This is an optimization exercise on Yosys and OpenROAD, whose aim is small area, a short achievable clock period and few clock cycles, not a production implementation.
RTL that was checked went through simulation tests only; none was proved equivalent to the original.

Setup of TR:
==> flow/design.v (excerpt) <==
module SNN(
	clk,
	rst_n,
	in_valid,
	img,
	ker,
	weight,
	out_valid,
	out_data
);
input clk;
input rst_n;
input in_valid;
input [7:0] img;
input [7:0] ker;
input [7:0] weight;
output reg out_valid;
output reg [9:0] out_data;
integer i;
reg [7:0] px;
reg       v1;
reg [2:0] col1, row1;
reg       im1;
always @(posedge clk) begin
	px <= img;
end
always @(posedge clk or negedge rst_n) begin
	if(!rst_n) v1 <= 0;
	else v1 <= in_valid;
end
always @(posedge clk or negedge rst_n) begin
	if(!rst_n) begin
		col1 <= 0; row1 <= 0; im1 <= 0;
	end
	else if(v1) begin
		if(col1 == 5) begin
			col1 <= 0;
			if(row1 == 5) begin
				row1 <= 0;
				im1  <= ~im1;
			end
			else row1 <= row1 + 1;
		end
		else col1 <= col1 + 1;
	end
end
reg [7:0] ker1, wt1;
always @(posedge clk) begin
	ker1 <= ker;
	wt1 <= weight;
end
wire [3:0] kpos = row1[0] ? col1 + 6 : {1'b0, col1};
wire kload = v1 && !im1 && row1[2:1] == 0;
reg [7:0] k [0:8];
  ...
For scale: roughly 3500 cells after synthesis, roughly 570 flip-flops, ~38 I/O pins.
export LEC_CHECK = 0
export CAP_MARGIN = 20
export CORE_MARGIN = 2
export CORE_UTILIZATION = 65
export CTS_BUF_LIST = sky130_fd_sc_hd__clkbuf_4 sky130_fd_sc_hd__clkbuf_8
export SLEW_MARGIN = 20
create_clock -name core_clock -period 15.0 [get_ports {clk}]
run.sh (not shown) runs the stock make flow with config.mk's settings and CLKGATE_MAP_FILE= SYNTH_SCRIPT=/design/flow/synth_recipe.tcl, a recipe that flattens the netlist after the stock synthesis.
Testbench counts of TR, summed over its fixed seeds: cycles 24,648.
Relative to TR, the following input files were edited for AL:
- CORE_UTILIZATION: 65 -> 40
- CTS_BUF_LIST: sky130_fd_sc_hd__clkbuf_4 sky130_fd_sc_hd__clkbuf_8 -> unset
## What came out
Min relative area change from synthesis to final layout across AL and TR: TR
Against TR, AL comes in about 0.8% lower on placed wire-length estimate.
Comparing AL against TR, there is no change at all in quantity of gates resized following cts.
No run among AL and TR stopped early or left any final violation; all are clean.
The more densely filled core belongs to TR, not AL.
In the tables for AL and TR, met2 wire length reads higher with TR.

SNN, a different RTL version from the one above (not shown whole).
For scale: about 2800 cells after synthesis, about 38 I/O pins, about 0.034 mm^2 of cells after synthesis.
==> flow/design.v (excerpt) <==
module SNN(
	clk,
	rst_n,
	in_valid,
	img,
	ker,
	weight,
	out_valid,
	out_data
);
export LEC_CHECK = 0
export CAP_MARGIN = 50
export CORE_MARGIN = 2
export CORE_UTILIZATION = 60
export CTS_BUF_LIST = sky130_fd_sc_hd__clkbuf_16
export CTS_CLUSTER_DIAMETER = 60
export CTS_CLUSTER_SIZE = 24
export SLEW_MARGIN = 70
create_clock -name core_clock -period 15.0 [get_ports {clk}]
standard.sh (not shown) runs the stock make flow with config.mk's settings and CLKGATE_MAP_FILE= SYNTH_SCRIPT=/design/flow/synth_recipe.tcl, a recipe that flattens the netlist after the stock synthesis.
==> flow/flow/run.sh <==
#!/bin/bash
# The standard layout with one netlist pass between synthesis and floorplan:
# flow/invopt.py folds away the inverters that Yosys's full-adder extraction
# leaves between full adder cells (a full adder is self-dual, so adders are
# flipped to need fewer inverters, and simple gates swapped for their
# complementary cells). Registers and all other cells are kept.
# Each tool writes its full output to its own log in this folder.
set -euo pipefail
R=orfs/results/${FLOW_PLATFORM}/SNN/base
bash standard.sh synth > synth.log 2>&1
cp "$R/1_2_yosys.v" 1_2_yosys.before_invopt.v
python3 flow/invopt.py "$R/1_2_yosys.v" > invopt.log 2>&1
rm -f "$R/1_synth.odb" "$R/1_synth.sdc"
# repair aims at a setup slack of 10.5 ns (the clock period is unchanged)
bash standard.sh finish SETUP_SLACK_MARGIN=10.5 > layout.log 2>&1
Other scripts of this flow, unchanged in this note and not shown: flow/flow/invopt.py
Change:
--- a/flow/flow/run.sh
+++ b/flow/flow/run.sh
@@ -12,4 +12,4 @@
 python3 flow/invopt.py "$R/1_2_yosys.v" > invopt.log 2>&1
 rm -f "$R/1_synth.odb" "$R/1_synth.sdc"
-# repair aims at a setup slack of 10.5 ns (the clock period is unchanged)
-bash standard.sh finish SETUP_SLACK_MARGIN=10.5 > layout.log 2>&1
+# repair aims at a setup slack of 9.6 ns (the clock period is unchanged)
+bash standard.sh finish SETUP_SLACK_MARGIN=9.6 > layout.log 2>&1
- clock-buffer cell count decreases by 3
- synthesized area stays the same
No functional check of the RTL was part of any run of this note.

Setup of run 4:
SNN, a different RTL version from the one above (not shown whole).
Size: ~3600 cells after synthesis.
Design SNN, start of the top module:
module SNN(
	clk,
	rst_n,
	in_valid,
	img,
	ker,
	weight,
	out_valid,
	out_data
);
input clk;
input rst_n;
input in_valid;
input [7:0] img;
input [7:0] ker;
input [7:0] weight;
output reg out_valid;
output reg [9:0] out_data;
integer i;
reg [7:0] px;
reg       v1;
reg [2:0] col1, row1;
reg       im1;
always @(posedge clk) begin
	px <= img;
end
always @(posedge clk or negedge rst_n) begin
	if(!rst_n) v1 <= 0;
	else v1 <= in_valid;
end
always @(posedge clk or negedge rst_n) begin
	if(!rst_n) begin
		col1 <= 0; row1 <= 0; im1 <= 0;
	end
	else if(v1) begin
		if(col1 == 5) begin
			col1 <= 0;
			if(row1 == 5) begin
				row1 <= 0;
				im1  <= ~im1;
			end
			else row1 <= row1 + 1;
		end
		else col1 <= col1 + 1;
	end
end
reg [7:0] ker1, wt1;
always @(posedge clk) begin
	ker1 <= ker;
	wt1 <= weight;
end
wire [3:0] kpos = row1[0] ? col1 + 6 : {1'b0, col1};
wire kload = v1 && !im1 && row1[2:1] == 0;
reg [7:0] k [0:8];
reg [7:0] w [0:3];
always @(posedge clk) begin
	for(i = 0; i < 9; i = i + 1)
		if(kload && kpos == i) k[i] <= ker1;
	for(i = 0; i < 4; i = i + 1)
		if(kload && kpos == i) w[i] <= wt1;
end
reg [7:0] lb [0:11];
always @(posedge clk) begin
	lb[0] <= px;
  ...
export LEC_CHECK = 0
export CAP_MARGIN = 20
export CORE_MARGIN = 2
export CORE_UTILIZATION = 65
export CTS_BUF_LIST = sky130_fd_sc_hd__clkbuf_4 sky130_fd_sc_hd__clkbuf_8 sky130_fd_sc_hd__clkbuf_16
export CTS_CLUSTER_SIZE = 20
export SLEW_MARGIN = 20
create_clock -name core_clock -period 15.0 [get_ports {clk}]
run.sh (not shown) runs the stock make flow with config.mk's settings and CLKGATE_MAP_FILE= SYNTH_SCRIPT=/design/flow/synth_recipe.tcl, a recipe that flattens the netlist after the stock synthesis.
Stock flow here: none of the scripts above is used.
Inputs modified between run 4 and run 2:
- removing CTS_CLUSTER_SIZE (formerly 20)
- changing CORE_UTILIZATION from 65 to 40
- removing CTS_BUF_LIST (formerly sky130_fd_sc_hd__clkbuf_4 sky130_fd_sc_hd__clkbuf_8 sky130_fd_sc_hd__clkbuf_16)
==> run notes <==
Global-route usage: run 2 < run 4. In run 2, the worst clock skew came out 0.035 ns below the value in run 4. When the final numbers for run 2 and run 4 were put side by side, the worst endpoint required time turned out to be greater in run 2. Between run 2 and run 4, flip-flop and latch share of the layout cell area is lower for run 2, run 4 comes in above that. Across both runs, fraction of layout instances using a drive strength above 1 was lower for run 2 than for run 4. On number of cells in the finished layout apart from fillers: between run 2 and run 4, it ends up higher for run 2.
No run of this note included a check of the RTL's function; only the layout flow was run.

[static timing again, ports no longer ideal]
Ports are ideal in the flow. The routed layouts listed here were re-timed in OpenROAD. Step 1 sets driving cells, clkbuf_16 on the clock port and buf_2 on the other inputs (assumed; they add their load-dependent delay and slew). Step 2 moves the port delays by t, midway between the first and last clock arrival at a register: inputs arrive t later, outputs are due t later. That takes back most of the time a late clock gives input paths. Slacks: no drivers / after step 1 / after step 2; pairs: no drivers / after step 1.
| run | t, ns | slack for setup (ns) | latest minus earliest clock arrival (ns) | pins driven straight from the clock port |
|---|---|---|---|---|
| TR | 0.764 | 9.572 / 9.572 / 9.572 | 0.046 / 0.046 | 1 |
| AL | 0.695 | 9.669 / 9.669 / 9.669 | 0.056 / 0.056 | 1 |
| the first run of note 2 | 0.661 | 10.189 / 10.189 / 10.189 | 0.043 / 0.043 | 1 |
| the second run of note 2 | 0.653 | 9.851 / 9.851 / 9.851 | 0.038 / 0.038 | 1 |
| run 4 | 0.702 | 9.385 / 9.385 / 9.385 | 0.070 / 0.070 | 1 |
| run 2 | 0.710 | 9.534 / 9.534 / 9.534 | 0.036 / 0.036 | 1 |
After both steps setup and hold are still met in every run listed.
